This design comes from an exercise in tuning for small area, a short achievable clock period and few clock cycles on the open sky130 flow, not from production work.
At most, simulation tests tie the RTL to the original design; equivalence was not proved.
Function not checked in runs 2 to 4: the RTL went through the layout flow alone.

==> design.v <==
module cordic (
    input  wire        clk,
    input  wire        rst_n,
    input  wire        start,
    input  wire [15:0] x_in,
    input  wire [15:0] y_in,
    input  wire [15:0] z_in,
    output reg         done,
    output wire [15:0] x_out,
    output wire [15:0] y_out,
    output wire [15:0] z_out
);
    reg signed [15:0] x, y;
    reg        [15:0] z;
    reg        [3:0]  iter;
    reg               busy;
    function [15:0] z_step;
        input [3:0] idx;
        input       neg;
        begin
            case ({neg, idx})
                5'b0_0000: z_step = 16'he000;   
                5'b0_0001: z_step = 16'hed1c;   
                5'b0_0010: z_step = 16'hf605;   
                5'b0_0011: z_step = 16'hfaef;   
                5'b0_0100: z_step = 16'hfd75;   
                5'b0_0101: z_step = 16'hfeba;   
                5'b0_0110: z_step = 16'hff5d;   
                5'b0_0111: z_step = 16'hffaf;   
                5'b0_1000: z_step = 16'hffd7;   
                5'b0_1001: z_step = 16'hffec;   
                5'b0_1010: z_step = 16'hfff6;   
                5'b0_1011: z_step = 16'hfffb;   
                5'b1_0000: z_step = 16'h2000;   
                5'b1_0001: z_step = 16'h12e4;   
                5'b1_0010: z_step = 16'h09fb;   
                5'b1_0011: z_step = 16'h0511;   
                5'b1_0100: z_step = 16'h028b;   
                5'b1_0101: z_step = 16'h0146;   
                5'b1_0110: z_step = 16'h00a3;   
                5'b1_0111: z_step = 16'h0051;   
                5'b1_1000: z_step = 16'h0029;   
                5'b1_1001: z_step = 16'h0014;   
                5'b1_1010: z_step = 16'h000a;   
                5'b1_1011: z_step = 16'h0005;   
                default: z_step = 16'h0000;
            endcase
        end
    endfunction
    wire        neg = z[15];
    wire [15:0] xs  = x >>> iter;
    wire [15:0] ys  = y >>> iter;
    wire [16:0] xa  = {x, 1'b1} + {(neg ? ys : ~ys), ~neg};
    wire [16:0] ya  = {y, 1'b1} + {(neg ? ~xs : xs), neg};
    wire [15:0] zn  = z + z_step(iter, neg);
    always @(posedge clk) begin
        if (start) begin
            x <= x_in;
            y <= y_in;
            z <= z_in;
        end else begin
            x <= xa[16:1];
            y <= ya[16:1];
            z <= zn;
        end
    end
    always @(posedge clk or negedge rst_n) begin
        if (!rst_n) begin
            iter <= 4'd0;
            busy <= 1'b0;
            done <= 1'b0;
        end else begin
            done <= busy && iter == 4'd11;
            if (start) begin
                iter <= 4'd0;
                busy <= 1'b1;
            end else begin
                iter <= iter + 4'd1;
                if (iter == 4'd11) busy <= 1'b0;
            end
        end
    end
    assign x_out = x;
    assign y_out = y;
    assign z_out = z;
endmodule
==> run.sh <==
#!/bin/bash
# synth_recipe.tcl (not shown) runs the flow's synth.tcl, then flattens the netlist and writes it again
# the make line also repeats each setting of config.mk as NAME=value (left out here)
make -C /OpenROAD-flow-scripts/flow DESIGN_CONFIG=/design/flow/config.mk WORK_HOME=/design/flow/orfs CLKGATE_MAP_FILE= SYNTH_SCRIPT=/design/flow/synth_recipe.tcl finish
==> config.mk <==
export PLATFORM = sky130hd
export DESIGN_NAME = cordic
export DESIGN_NICKNAME = cordic
export VERILOG_FILES = /design/flow/design.v
export SDC_FILE = /design/flow/constraint.sdc
export NUM_CORES = 4
export LEC_CHECK = 0
export CAP_MARGIN = 20
export CORE_MARGIN = 2
export CORE_UTILIZATION = 40
export SETUP_SLACK_MARGIN = 5
export SLEW_MARGIN = 20
==> constraint.sdc <==
create_clock -name core_clock -period 10.0 [get_ports {clk}]
set_input_delay 2.0000 -clock core_clock [delete_from_list [all_inputs] [get_ports {clk}]]
set_output_delay 2.0000 -clock core_clock [all_outputs]
set_load 0.01 [all_outputs]
==> results of run 1 <==
-- cell type report --
type,instances,area [sq um]
Fill cell,1528,7720
Multi-Input combinational cell,670,4660
Sequential cell,54,1110
Timing Repair Buffer,106,1040
Tap cell,188,235
Clock buffer,6,129
Inverter,23,90.1
Clock inverter,2,37.5
-- worst max-delay path, cell delays in order (launching register included) --
cell       delay (ns)
dfrtp_2          0.36
buf_6            0.38
mux2i_1          0.55
a21oi_1          0.25
a211oi_1         0.31
a21oi_1          0.09
xnor2_1          0.19
ha_1             0.29
a21o_1           0.20
a21o_1           0.18
a2111oi_0        0.58
o31ai_1          0.21
a221oi_1         0.40
a21oi_1          0.12
a31oi_1          0.20
o211ai_1         0.11
-- flip-flops by register name, summed over array words and instances, names as in the netlist --
register	cells
busy	1
y	16
x	16
iter	4
done	1
z	16
-- cell families (layout without fill, tap and decap cells) --
kind of cell | Yosys count | count (layout) | synth area share
multiplexers | 68 | 68 | 0.133
XOR/XNOR | 67 | 67 | 0.0966
flip-flops | 54 | 54 | 0.183
AND/OR/NAND/NOR | 223 | 223 | 0.163
AO/OA/AOI/OAI | 253 | 253 | 0.252
adder cells (fa/ha/maj) | 59 | 59 | 0.123
buffers and inverters | 72 | 137 | 0.0498
-- cell usage in the layout, fill, tap and decap left out, types with 9 or more instances in the layout --
cell / instances
inv_1: 19
ha_1: 58
a211oi_1: 16
clkdlybuf4s50_1: 98
mux2_2: 17
o21ai_0: 83
xnor2_1: 47
nand2b_1: 9
mux2i_1: 42
nor2_1: 53
a21o_1: 12
nand2_1: 98
dfxtp_1: 47
nand3_1: 15
a21oi_1: 72
nor3_1: 14
xor2_1: 20
-- what timing repair did --
action,in CTS,in global routing
hold buffers,0,0
setup endpoints to repair,0,1
endpoints found under the hold margin,0,0
resized for setup,0,2
-- per-layer routing --
layer / share of wire / track usage / up-vias
li1: - / - / 3008
met1: 0.49 / 0.326 / 2757
met2: 0.45 / 0.366 / 163
met3: 0.041 / 0.0302 / 25
met4: 0.023 / 0.0705 / 0
met5: 0 / 0 / -
-- path summary, 6_finish.rpt --
check                      endpoint    start  cells after the start  slack [ns]
max reg2reg                   y[15]  iter[1]                     15        5.38
min reg2reg                    busy     busy                      2        0.48
max in group asynchronous   iter[1]    rst_n                      1        7.82
min                            busy     busy                      2        0.48
max                           y[15]  iter[1]                     15        5.38
min in group asynchronous      done    rst_n                      1        1.93
-- stage by stage --
stage	hold WS (ns)	utilization	area (sq um)
after floorplan	0.438	-	6080
after global placement	0.459	0.475	7140
after detailed placement	0.463	0.475	7140
after CTS	0.485	0.486	7300
after global routing	0.541	0.486	7310
final	0.485	0.486	7310
==> metrics.cfg, run 1 <==
[yosys]
async_reset_ff_frac = 0.111
synth_top_flop_cell = dfxtp_1
synth_edf_count = 0
synth_seq_area_share = 0.183
synth_nets = 906
yosys-top-cells-area = dfxtp_1 (16%), ha_1 (12%), mux2i_1 (6.9%)
synthCells = 796
ys_warn_count = 1
synth_top_area_frac = 0.158
synth_top_area_cell = dfxtp_1
synth_cell_type_count = 62
synth_common_cells = nand2_1 (98), o21ai_0 (83), a21oi_1 (72)
synthesis.area_sq_um = 6080
synth_area_per_cell_sq_um = 7.63
ys_ff_latch = 54
post-synth-top-count-cell = nand2_1

[cts]
cts_num_sinks = 54
numCtsBuffers = 5
cts_root_buffer = clkbuf_16
clk_pin_slew_ns = 0.07
max-clock-path-buffers = 2
ctsHtreeMaxLevel = 2
insertion_delay_ns = 0.31
cts_tree = built
cts_setup_buffers = 0

[floorplan]
die_x_microns = 127
die-area_sq_um = 16200
die_h_microns = 127
rows = 45
core_area_sq_um = 15000
initial_core_util = 0.404
ios = 100

[cells_and_area]
syn2layout_area_growth_pct = 20.3
antennaDiodeCount = 0
fin_nets = 970
drive_gt1_frac = 0.0616
final_cells = 1049

[timing]
setup_viol = 0
hold_viol_final = 0
finClkSkew_ns = 0.00729
worst_pin_slew_ns = 0.914
max_freq_mhz = 217
grt_setup_unrepaired = yes
slew_headroom = 0.390
maxSlewViolCount = 0
post-route-min-period_ns = 4.62
fin_ws_ns = 5.38
finalCritPeriodShare = 0.462
finalSetupTns_ns = 0

[route]
drt_iter0_drc = 418
antenna_left = 0
first_pass_iters = 5
avgRoutedWirePerCell_microns = 17.8
vias = 5953
vias_per_cell = 5.67
routed_wl_mm = 18.6
drc = 0

[global_route]
first_global_vias = 5786
antenna_found_initial = 0
grt_pass1_wl_mm = 30.0
grt_overflow = 0
grt_max_degree = 63
grt.total_usage = 0.230

[flow_run]
cap_violations = 0

[place]
portBuffers = 99
dp_hpwl_mm = 14.2
dp.cells = 1041
place_congestion = 0.932
preCtsSetupSlack_ns = 5.40

[worst_setup_path]
crit_path_end_kind = flip-flop
cp_data_required_time_ns = 10.19
cp_max_fo = 51
crit_type = flip-flop to flip-flop
crit_path_start_kind = flip-flop
worst_ep_arrival_time_ns = 4.80

[outcome]
status = complete, no violations

[hold_path]
hp-class = flip-flop to flip-flop

Testbench counts, summed over its fixed seeds: cycles 12,488.
==> run 2: changes to the inputs <==
--- a/design.v
+++ b/design.v
@@ -19,30 +19,20 @@
         input       neg;
+        reg   [15:0] a;
         begin
-            case ({neg, idx})
-                5'b0_0000: z_step = 16'he000;   
-                5'b0_0001: z_step = 16'hed1c;   
-                5'b0_0010: z_step = 16'hf605;   
-                5'b0_0011: z_step = 16'hfaef;   
-                5'b0_0100: z_step = 16'hfd75;   
-                5'b0_0101: z_step = 16'hfeba;   
-                5'b0_0110: z_step = 16'hff5d;   
-                5'b0_0111: z_step = 16'hffaf;   
-                5'b0_1000: z_step = 16'hffd7;   
-                5'b0_1001: z_step = 16'hffec;   
-                5'b0_1010: z_step = 16'hfff6;   
-                5'b0_1011: z_step = 16'hfffb;   
-                5'b1_0000: z_step = 16'h2000;   
-                5'b1_0001: z_step = 16'h12e4;   
-                5'b1_0010: z_step = 16'h09fb;   
-                5'b1_0011: z_step = 16'h0511;   
-                5'b1_0100: z_step = 16'h028b;   
-                5'b1_0101: z_step = 16'h0146;   
-                5'b1_0110: z_step = 16'h00a3;   
-                5'b1_0111: z_step = 16'h0051;   
-                5'b1_1000: z_step = 16'h0029;   
-                5'b1_1001: z_step = 16'h0014;   
-                5'b1_1010: z_step = 16'h000a;   
-                5'b1_1011: z_step = 16'h0005;   
-                default: z_step = 16'h0000;
+            case (idx)
+                4'd0:  a = 16'd8192;
+                4'd1:  a = 16'd4836;
+                4'd2:  a = 16'd2555;
+                4'd3:  a = 16'd1297;
+                4'd4:  a = 16'd651;
+                4'd5:  a = 16'd326;
+                4'd6:  a = 16'd163;
+                4'd7:  a = 16'd81;
+                4'd8:  a = 16'd41;
+                4'd9:  a = 16'd20;
+                4'd10: a = 16'd10;
+                4'd11: a = 16'd5;
+                default: a = 16'd0;
             endcase
+            z_step = neg ? a : (~a + 16'd1);
         end
--- a/config.mk
+++ b/config.mk
@@ -10,3 +10,2 @@
 export CORE_UTILIZATION = 40
-export SETUP_SLACK_MARGIN = 5
 export SLEW_MARGIN = 20
==> run 2 against run 1 <==
Still clean on timing, DRC and antenna. Die area rose by 2.6%. Non-clock buffer count down 1. Sequential share of layout area shrank 0.13 points. Worst setup slack worse by 0.47 ns. First-iteration DRC count fell by 24%. Via count down 0.86%. Fmax fell by 9.3%. Critical endpoint is now z[15].
==> metrics.cfg, run 2 <==
[cts]
cts_tree = built
insertion_delay_ns = 0.31
ctsHtreeMaxLevel = 2
numCtsBuffers = 5
max-clock-path-buffers = 2
cts_setup_buffers = 0
hold_buffers = 0
clk_pin_slew_ns = 0.08
cts_num_sinks = 54
cts_resized = 0
cts_root_buffer = clkbuf_16

[worst_setup_path]
rr_worst_depth = 19
cpPeakStageDelay_ns = 0.40
r2r-end = z[15]
cp_num_buf_inv = 2
r2r_start = iter[1]
crit_type = flip-flop to flip-flop
crit_path_start_kind = flip-flop
cp_data_required_time_ns = 10.19
worst_path_most_repeated_cell = nor2b_1
cpLargestDelayFamily = simple AND/OR/NAND/NOR gates
crit_path_end_kind = flip-flop
slowest_stage = a211oi_1
rrSetupSlack_ns = 4.91
worst_ep_arrival_time_ns = 5.28
crit_start = iter[1]
cp_max_fo = 40
worstPathCellList = buf_4, inv_2, ha_1, nor2b_1, o31a_1, nor4bb_1, nor2b_1, nor2b_1, nand2b_1, and2_1, mux2_2, ha_1, and3_1, a31o_2, a211oi_1, o31ai_1, a21oi_1, xnor2_1, o21ai_0

[cells_and_area]
antennaDiodeCount = 0
mostFrequentLayoutCell = nand2_1
top_regs = x x16, y x16, z x16
drive_gt1_frac = 0.0693
layout_common_cells = nand2_1 (99), clkdlybuf4s50_1 (98), o21ai_0 (71), a21oi_1 (69), nor2_1 (61)
syn2layout_area_growth_pct = 18.3
fin_nets = 957
final_cells = 1039
nFillCells = 1515

[yosys]
synth_edf_count = 0
synth_common_cells = nand2_1 (99), o21ai_0 (71), a21oi_1 (69)
post-synth-top-count-cell = nand2_1
async_reset_ff_frac = 0.111
synth_nets = 891
synth_area_per_cell_sq_um = 7.96
synthesis.area_sq_um = 6240
synth_top_flop_cell = dfxtp_1
yosys-top-cells-area = dfxtp_1 (15%), ha_1 (11%), xnor2_1 (7.4%)
synth_top_area_frac = 0.154
synthCells = 784
ys_ff_latch = 54
synth_seq_area_share = 0.178
synth_top_area_cell = dfxtp_1
ys_warn_count = 1
synth_cell_type_count = 68

[outcome]
status = complete, no violations

[timing]
slew_headroom = 0.340
finalSetupTns_ns = 0
setup_viol = 0
finClkSkew_ns = 0.00777
worst_pin_slew_ns = 0.989
hold_viol_final = 0
finalCritPeriodShare = 0.509
max_freq_mhz = 197
post-route-min-period_ns = 5.09
maxSlewViolCount = 0
grt_setup_unrepaired = no

[global_route]
grt.total_usage = 0.216
grt_max_degree = 57
grt_overflow = 0
grt_pass1_wl_mm = 28.7
antenna_found_initial = 0
first_global_vias = 5678

[floorplan]
ios = 100
die_h_microns = 129
rows = 45
core_area_sq_um = 15200
die-area_sq_um = 16600
initial_core_util = 0.410
die_x_microns = 129

[route]
vias = 5902
routed_wl_mm = 17.9
drt_iter0_drc = 319
vias_per_cell = 5.68
avgRoutedWirePerCell_microns = 17.2
antenna_left = 0
first_pass_iters = 5
drc = 0

[flow_run]
cap_violations = 0

[hold_path]
whs_endpoint = busy
hp-class = flip-flop to flip-flop
hp-start = busy
holdPathStages = 2

[place]
portBuffers = 99
dp_hpwl_mm = 13.4
place_congestion = 0.878
dp.cells = 1031

-- run 2: cell count changes in the layout (fill, tap and decap cells not counted), moves of 6 or more --
cell / delta
and3_1: +6
mux2_2: -6
mux2i_1: -13
mux4_2: +10
nor2_1: +8
nor2b_1: +7
o21a_1: +6
o21ai_0: -12
o22ai_1: -7
xnor2_1: +6
-- run 2: logic make-up (layout without fill, tap and decap cells) --
logic type      count (synthesis)  in the layout  synth area share
simple gates                  238            238             0.176
compound gates                233            233             0.233
xor+xnor                       74             74             0.104
buf+inv                        70            137            0.0602
mux                            59             59             0.136
fa+ha+maj                      56             56             0.113
flops                          54             54             0.178
-- run 2: cell type report --
type,instances,area [sq um],area share
clock buffer,6,139,0.0188
clock inverter,2,17.5,0.00237
inverter,24,90.1,0.0122
multi-input combinational,660,4750,0.644
sequential,54,1110,0.151
tap,188,235,0.0319
timing repair buffer,105,1030,0.140
-- run 2: worst max-delay path by stage --
stage | end | slack (ns) | cells past startpoint
CTS | z[15] | 4.99 | 19
global placement | z[14] | 5.16 | 19
detailed placement | z[15] | 5.00 | 19
finish | z[15] | 4.91 | 19
global route | z[14] | 4.52 | 16
floorplan | z[15] | 5.32 | 21
-- run 2: per-stage QoR --
step	setup WS [ns]	instance area, sq um	utilization	hold slack (ns)
detailed placement	5.00	7220	0.475	0.456
floorplan	5.32	6240	-	0.438
finish	4.91	7380	0.486	0.482
global placement	5.16	7220	0.475	0.451
global route	4.52	7380	0.486	0.513
CTS	4.99	7380	0.486	0.479
-- run 2: routing by layer --
metal / vias to the layer above / global-route usage / wire length (microns) / part of all wire
met5: - / 0 / 0 / 0
met4: 0 / 0.0499 / 256 / 0.014
met3: 20 / 0.0345 / 887 / 0.050
met2: 168 / 0.346 / 8010 / 0.45
met1: 2769 / 0.307 / 8760 / 0.49
li1: 2945 / - / - / -
-- run 2: worst register-to-register path: cells and delay by family, from the launching register on --
family / cells / cell delay, ns
mux: 1 / 0.31
buf+inv: 2 / 0.63
simple gates: 7 / 1.43
xor+xnor: 1 / 0.12
compound gates: 6 / 1.36
flops: 1 / 0.37
fa+ha+maj: 2 / 0.74
==> run 3: changes to the inputs <==
--- a/config.mk
+++ b/config.mk
@@ -10,2 +10,3 @@
 export CORE_UTILIZATION = 40
+export SETUP_SLACK_MARGIN = 5
 export SLEW_MARGIN = 20
==> run 3 against run 2 <==
Highest routed layer unchanged. Final cell count hardly changed. Hold slack worse by 0.0021 ns. Count of clock-buffer cells in the layout unchanged. Global-route usage unchanged. Design area rose by 0.64%. First-iteration DRC count fell by 9.7%. Wire length rose by 0.58%.
==> metrics.cfg, run 3 <==
[outcome]
status = complete, no violations

[global_route]
grt.total_usage = 0.216
grt_overflow = 0
grt_pass1_wl_mm = 28.7
antenna_found_initial = 0
first_global_vias = 5678
grt_max_degree = 57

[cells_and_area]
nFillCells = 1518
layout_common_cells = nand2_1 (99), clkdlybuf4s50_1 (98), o21ai_0 (71), a21oi_1 (69), nor2_1 (61)
fin_nets = 958
drive_gt1_frac = 0.0751
antennaDiodeCount = 0
postLayoutCoreUtil = 0.489
syn2layout_area_growth_pct = 19.0
final_cells = 1040
design_area_sq_um = 7430
top_regs = x x16, y x16, z x16
mostFrequentLayoutCell = nand2_1

[yosys]
ys_warn_count = 1
synth_nets = 891
synth_common_cells = nand2_1 (99), o21ai_0 (71), a21oi_1 (69)
post-synth-top-count-cell = nand2_1
ys_ff_latch = 54
synth_top_area_frac = 0.154
yosys-top-cells-area = dfxtp_1 (15%), ha_1 (11%), xnor2_1 (7.4%)
synthCells = 784
synth_seq_area_share = 0.178
synthesis.area_sq_um = 6240
synth_top_area_cell = dfxtp_1
synth_area_per_cell_sq_um = 7.96
synth_top_flop_cell = dfxtp_1
synth_edf_count = 0
synth_cell_type_count = 68
async_reset_ff_frac = 0.111

[place]
place_area_sq_um = 7220
dp.cells = 1031
dp_hpwl_mm = 13.4
portBuffers = 99
place_congestion = 0.878

[cts]
ctsHtreeMaxLevel = 2
max-clock-path-buffers = 2
cts_setup_buffers = 0
cts_tree = built
clk_pin_slew_ns = 0.08
cts_num_sinks = 54
insertion_delay_ns = 0.31
cts_root_buffer = clkbuf_16
numCtsBuffers = 5
hold_buffers = 0

[floorplan]
die_h_microns = 129
die-area_sq_um = 16600
die_x_microns = 129
core_area_sq_um = 15200
rows = 45
initial_core_util = 0.410
ios = 100

[flow_run]
cap_violations = 0

[route]
avgRoutedWirePerCell_microns = 17.3
antenna_left = 0
vias = 5916
drt_iter0_drc = 288
routed_wl_mm = 18.0
vias_per_cell = 5.69
first_pass_iters = 5
drc = 0

[timing]
max_freq_mhz = 215
slew_headroom = 0.469
maxSlewViolCount = 0
worst_pin_slew_ns = 0.796
setup_viol = 0
finalSetupTns_ns = 0
finalCritPeriodShare = 0.465
hold_viol_final = 0
post-route-min-period_ns = 4.65
finClkSkew_ns = 0.00790
grt_setup_unrepaired = no

[worst_setup_path]
crit_type = flip-flop to flip-flop
slowest_stage = dfrtp_1
worst_path_most_repeated_cell = nor2b_1
cpPeakStageDelay_ns = 0.37
cp_max_fo = 40
cp_data_required_time_ns = 10.19
crit_path_end_kind = flip-flop
crit_path_start_kind = flip-flop
worst_ep_arrival_time_ns = 4.84
worstPathCellList = clkbuf_8, inv_6, ha_2, nor2b_1, o31a_1, nor4bb_1, nor2b_1, nor2b_1, nand2b_1, and2_1, mux2_2, ha_1, and3_1, a31o_2, a211oi_2, o31ai_1, a21oi_1, xnor2_1, o21ai_0

[hold_path]
hp-class = flip-flop to flip-flop

run 3: cell counts after synthesis:
Identical to the previous run, type by type.
run 3: cell type report:
type,count,area (sq um),share of cell area
Multi-Input combinational cell,660,4770,0.642
Sequential cell,54,1120,0.150
Timing Repair Buffer,105,1050,0.141
Tap cell,188,235,0.0317
Clock buffer,6,139,0.0187
Inverter,24,98.8,0.0133
Clock inverter,2,17.5,0.00236
Timing Repair inverter,1,5.00,0.000674
run 3: cells by family after synthesis:
group / Yosys count / share of synthesized area
adder cells (fa/ha/maj): 56 / 0.113
buffers and inverters: 70 / 0.0602
XOR/XNOR: 74 / 0.104
flip-flops: 54 / 0.178
multiplexers: 59 / 0.136
AND/OR/NAND/NOR: 238 / 0.176
AO/OA/AOI/OAI: 233 / 0.233
run 3: timing repair:
| action | in CTS | in global routing |
|---|---|---|
| gates resized for setup | 1 | 12 |
| gates cloned | 0 | 1 |
| endpoints found under the setup margin | 1 | 10 |
run 3: final timing paths:
kind                              start       to  slack (ns)  depth (start not counted)
worst min-delay path               busy     busy        0.48                          2
worst min register to register     busy     busy        0.48                          2
min in group asynchronous         rst_n     done        1.93                          1
max in group asynchronous         rst_n  iter[2]        7.82                          1
worst max register to register  iter[1]    z[15]        5.35                         19
worst max-delay path            iter[1]    z[15]        5.35                         19
run 3: routing by layer:
| layer | wire length (microns) | GRT usage | up-vias | share of wire |
|---|---|---|---|---|
| met5 | 0 | 0 | - | 0 |
| met4 | 242 | 0.0499 | 0 | 0.013 |
| met3 | 912 | 0.0345 | 20 | 0.051 |
| met2 | 8160 | 0.346 | 174 | 0.45 |
| li1 | - | - | 2957 | - |
| met1 | 8690 | 0.307 | 2765 | 0.48 |
run 3: through the flow:
| step | setup slack (ns) | hold slack, ns |
|---|---|---|
| 6_report | 5.35 | 0.480 |
| 5_1_grt | 5.03 | 0.513 |
| 4_1_cts | 5.02 | 0.479 |
| 3_5_place_dp | 5.00 | 0.456 |
| 3_3_place_gp | 5.16 | 0.451 |
| 2_1_floorplan | 5.32 | 0.438 |
run 3: worst max-delay path: cells and delay by family, from the launching register on:
| kind | cells | cell delay, ns |
|---|---|---|
| AND/OR/NAND/NOR | 7 | 1.40 |
| buffers and inverters | 2 | 0.46 |
| flip-flops | 1 | 0.37 |
| adder cells (fa/ha/maj) | 2 | 0.64 |
| XOR/XNOR | 1 | 0.12 |
| multiplexers | 1 | 0.31 |
| AO/OA/AOI/OAI | 6 | 1.22 |
==> run 4: changes to the inputs <==
==> design.v (replaced) <==
/*verilator lint_off EOFNEWLINE*/
/*verilator lint_off WIDTHEXPAND*/
module cordic #(
    parameter WIDTH = 16,                
    parameter ITERATIONS = 12,           
    parameter MODE = 0                   
)(
    input wire clk,
    input wire rst_n,
    input wire start,                    
    input wire [WIDTH-1:0] x_in,         
    input wire [WIDTH-1:0] y_in,         
    input wire [WIDTH-1:0] z_in,         
    output reg done,                     
    output reg [WIDTH-1:0] x_out,        
    output reg [WIDTH-1:0] y_out,        
    output reg [WIDTH-1:0] z_out         
);
    localparam IDLE = 2'd0;
    localparam SETUP = 2'd1;
    localparam ITERATE = 2'd2;
    localparam DONE = 2'd3;
    reg [1:0] state, next_state;
    reg signed [WIDTH-1:0] x, y;
    reg [WIDTH-1:0] z;
    reg signed [WIDTH-1:0] x_next, y_next;
    reg [WIDTH-1:0] z_next;
    reg [$clog2(ITERATIONS)-1:0] iteration;
    function [WIDTH-1:0] atan_table;
        input [3:0] idx;
        begin
            case (idx)
                4'd0:  atan_table = 16'd8192;    
                4'd1:  atan_table = 16'd4836;    
                4'd2:  atan_table = 16'd2555;    
                4'd3:  atan_table = 16'd1297;    
                4'd4:  atan_table = 16'd651;     
                4'd5:  atan_table = 16'd326;     
                4'd6:  atan_table = 16'd163;     
                4'd7:  atan_table = 16'd81;      
                4'd8:  atan_table = 16'd41;      
                4'd9:  atan_table = 16'd20;      
                4'd10: atan_table = 16'd10;      
                4'd11: atan_table = 16'd5;       
                default: atan_table = 16'd0;
            endcase
        end
    endfunction
    always @(posedge clk or negedge rst_n) begin
        if (!rst_n) begin
            state <= IDLE;
            x <= 0;
            y <= 0;
            z <= 0;
            iteration <= 0;
            done <= 1'b0;
            x_out <= 0;
            y_out <= 0;
            z_out <= 0;
        end else begin
            state <= next_state;
            case (state)
                IDLE: begin
                    done <= 1'b0;
                end
                SETUP: begin
                    x <= x_in;
                    y <= y_in;
                    z <= z_in;
                    iteration <= 0;
                end
                ITERATE: begin
                    x <= x_next;
                    y <= y_next;
                    z <= z_next;
                    iteration <= iteration + 1;
                end
                DONE: begin
                    done <= 1'b1;
                    x_out <= x;
                    y_out <= y;
                    z_out <= z;
                end
            endcase
        end
    end
    always @(*) begin
        next_state = state;
        case (state)
            IDLE: begin
                if (start) begin
                    next_state = SETUP;
                end
            end
            SETUP: begin
                next_state = ITERATE;
            end
            ITERATE: begin
                if (iteration == ITERATIONS - 1) begin
                    next_state = DONE;
                end
            end
            DONE: begin
                next_state = IDLE;
            end
        endcase
    end
    wire [WIDTH-1:0] shift_x = x >>> iteration;
    wire [WIDTH-1:0] shift_y = y >>> iteration;
    always @(*) begin
        x_next = x;
        y_next = y;
        z_next = z;
        if (state == ITERATE) begin
            if (MODE == 0) begin
                if (z[WIDTH-1] == 1'b0) begin   
                    x_next = x - shift_y;
                    y_next = y + shift_x;
                    z_next = z - atan_table(iteration);
                end else begin   
                    x_next = x + shift_y;
                    y_next = y - shift_x;
                    z_next = z + atan_table(iteration);
                end
            end else begin
                if (y[WIDTH-1] == 1'b0) begin   
                    x_next = x + shift_y;
                    y_next = y - shift_x;
                    z_next = z + atan_table(iteration);
                end else begin   
                    x_next = x - shift_y;
                    y_next = y + shift_x;
                    z_next = z - atan_table(iteration);
                end
            end
        end
    end
endmodule
/*verilator lint_on EOFNEWLINE*/
/*verilator lint_on WIDTHEXPAND*/ 
--- a/config.mk
+++ b/config.mk
@@ -10,3 +10,2 @@
 export CORE_UTILIZATION = 40
-export SETUP_SLACK_MARGIN = 5
 export SLEW_MARGIN = 20
==> run 4 against run 3 <==
Die area up 45%. Via count increased by 31%. Area after synthesis grew 47%. Critical endpoint is now y[14]. Clock skew is 0.00068 ns lower. Sequential share of layout area grew 9.1 points. Design area grew 44%. First-iteration DRC count increased by 83%. Synthesized cell count is 27% higher.
==> metrics.cfg, run 4 <==
[route]
drc = 0
antenna_left = 0
routed_wl_mm = 24.3
first_pass_iters = 5
avgRoutedWirePerCell_microns = 18.1
drt_iter0_drc = 528
vias = 7737
vias_per_cell = 5.76

[yosys]
synth.area.mux_share = 0.198
yosys-top-cells-area = dfrtp_1 (28%), ha_1 (9.0%), mux2_2 (7.0%)
post-synth-top-count-cell = a21oi_1
synth_nets = 1113
synth_top_family_by_area = multiplexers
synthesis.area_sq_um = 9180
synth_compound_area_frac = 0.183
synthAdderAreaFrac = 0.0965
synth_top_area_cell = dfrtp_1
ys_warn_count = 1
synth_edf_count = 0
synthCells = 993
synth_cell_type_count = 70
ys_ff_latch = 103
synth_seq_area_share = 0.281
synth_top_area_frac = 0.281
async_reset_ff_frac = 1.00
synth-xor-area-share = 0.0649
synth_area_per_cell_sq_um = 9.24
synth_common_cells = a21oi_1 (104), dfrtp_1 (103), nor2_1 (92)
synth_top_flop_cell = dfrtp_1
synth-simple-area-share = 0.138

[global_route]
grt_max_degree = 85
grt.total_usage = 0.206
grt_overflow = 0
first_global_vias = 7674
grt_pass1_wl_mm = 40.0
antenna_found_initial = 0

[floorplan]
die-area_sq_um = 24200
rows = 55
die_h_microns = 155
initial_core_util = 0.407
core_area_sq_um = 22600
ios = 100
die_x_microns = 155

[timing]
grt_setup_unrepaired = no
finalCritPeriodShare = 0.519
post-route-min-period_ns = 5.19
maxSlewViolCount = 0
slew_headroom = 0.433
max_freq_mhz = 193
finClkSkew_ns = 0.00722
finalSetupTns_ns = 0
hold_viol_final = 0
setup_viol = 0
worst_pin_slew_ns = 0.851

[cells_and_area]
layout_common_cells = a21oi_1 (104), dfrtp_1 (101), clkdlybuf4s50_1 (98), nor2_1 (92), ha_1 (63)
mostFrequentLayoutCell = a21oi_1
register_area_sq_um = 2580
nFillCells = 2157
syn2layout_area_growth_pct = 16.4
drive_gt1_frac = 0.122
fin_nets = 1175
antennaDiodeCount = 0
final_cells = 1343
multi_input_area_sq_um = 6260

[cts]
cts_root_buffer = clkbuf_16
insertion_delay_ns = 0.36
clk_pin_slew_ns = 0.07
numCtsBuffers = 9
cts_num_sinks = 103
cts_resized = 0
ctsHtreeMaxLevel = 3
hold_buffers = 0
max-clock-path-buffers = 2
cts_setup_buffers = 0
cts_tree = built

[flow_run]
cap_violations = 0

[worst_setup_path]
crit_type = flip-flop to flip-flop
worst_ep_arrival_time_ns = 5.41
cp_data_required_time_ns = 10.22
cp_max_fo = 31
crit_path_end_kind = flip-flop
crit_path_start_kind = flip-flop

[place]
dp_hpwl_mm = 17.6
dp.cells = 1329
portBuffers = 99
place_congestion = 0.906

[hold_path]
hp-class = flip-flop to flip-flop

[outcome]
status = complete, no violations

[run 4: layout make-up]
type	count	area share
Clock inverter	4	0.00679
Multi-Input combinational cell	801	0.586
Tap cell	285	0.0334
Inverter	29	0.0102
Sequential cell	103	0.242
Timing Repair Buffer	111	0.101
Clock buffer	10	0.0214
[run 4: worst paths after layout]
kind	start	end	slack [ns]	cells past startpoint
max reg2reg	iteration[0]	y[14]	4.81	15
max in group asynchronous	rst_n	iteration[1]	7.11	2
min reg2reg	z_out[2]	z_out[2]	0.50	1
min	z_out[2]	z_out[2]	0.50	1
min in group asynchronous	rst_n	z_out[12]	1.69	1
max	iteration[0]	y[14]	4.81	15
[run 4: kinds of logic after synthesis]
| kind of cell | after synthesis |
|---|---|
| simple gates | 262 |
| compound gates | 263 |
| flops | 103 |
| buf+inv | 89 |
| mux | 139 |
| fa+ha+maj | 69 |
| xor+xnor | 68 |
[run 4: per-layer routing]
layer / vias to the layer above / wire [microns] / part of all wire / global-route usage
met1: 3698 / 10900 / 0.45 / 0.271
met2: 240 / 11800 / 0.48 / 0.355
li1: 3771 / - / - / -
met3: 28 / 1350 / 0.055 / 0.0301
met4: 0 / 322 / 0.013 / 0.0511
met5: - / 0 / 0 / 0
[run 4: stage by stage]
step | cell area, sq um | hold slack (ns) | util | setup WS [ns]
2_1_floorplan | 9180 | 0.473 | - | 5.54
3_3_place_gp | 10400 | 0.489 | 0.460 | 4.90
3_5_place_dp | 10400 | 0.494 | 0.460 | 4.84
4_1_cts | 10700 | 0.511 | 0.473 | 4.80
5_1_grt | 10700 | 0.519 | 0.473 | 4.39
6_report | 10700 | 0.504 | 0.473 | 4.81
[run 4: worst max-delay path, cell delays in order (launching register included)]
cell       delay, ns
dfrtp_2         0.53
buf_4           0.50
mux4_2          0.62
mux4_2          0.52
a311o_1         0.34
nor2_2          0.14
and2_1          0.22
nor2_1          0.07
xnor2_1         0.17
ha_1            0.25
a2111oi_0       0.58
o31ai_1         0.22
o41ai_1         0.46
o21ai_0         0.20
xnor2_1         0.16
o21ai_0         0.08

re-timing with driven ports:
The results above use ideal ports. As a check the final layouts listed here were re-extracted and re-timed, cells and wires unchanged. Step 1 sets driving cells, clkbuf_16 on the clock port and buf_2 on the other inputs (assumed; they add their load-dependent delay and slew). Step 2 adds t to the input delays and takes it off the output delays; t is the mean of the earliest and latest rising clock arrival at the registers after step 1. Input paths then give back, and output paths get back, about the clock's delay inside the block. Slacks: no drivers / after step 1 / after step 2; pairs: no drivers / after step 1.
| run | shift t [ns] | setup slack, ns | worst setup path after step 2 |
|---|---|---|---|
| run 1 | 0.349 | 5.385 / 5.385 / 5.385 | register to register |
| run 2 | 0.350 | 4.912 / 4.912 / 4.912 | register to register |
| run 3 | 0.350 | 5.349 / 5.349 / 5.349 | register to register |
| run 4 | 0.402 | 4.815 / 4.815 / 4.815 | register to register |
After both steps setup and hold are still met in every run listed.
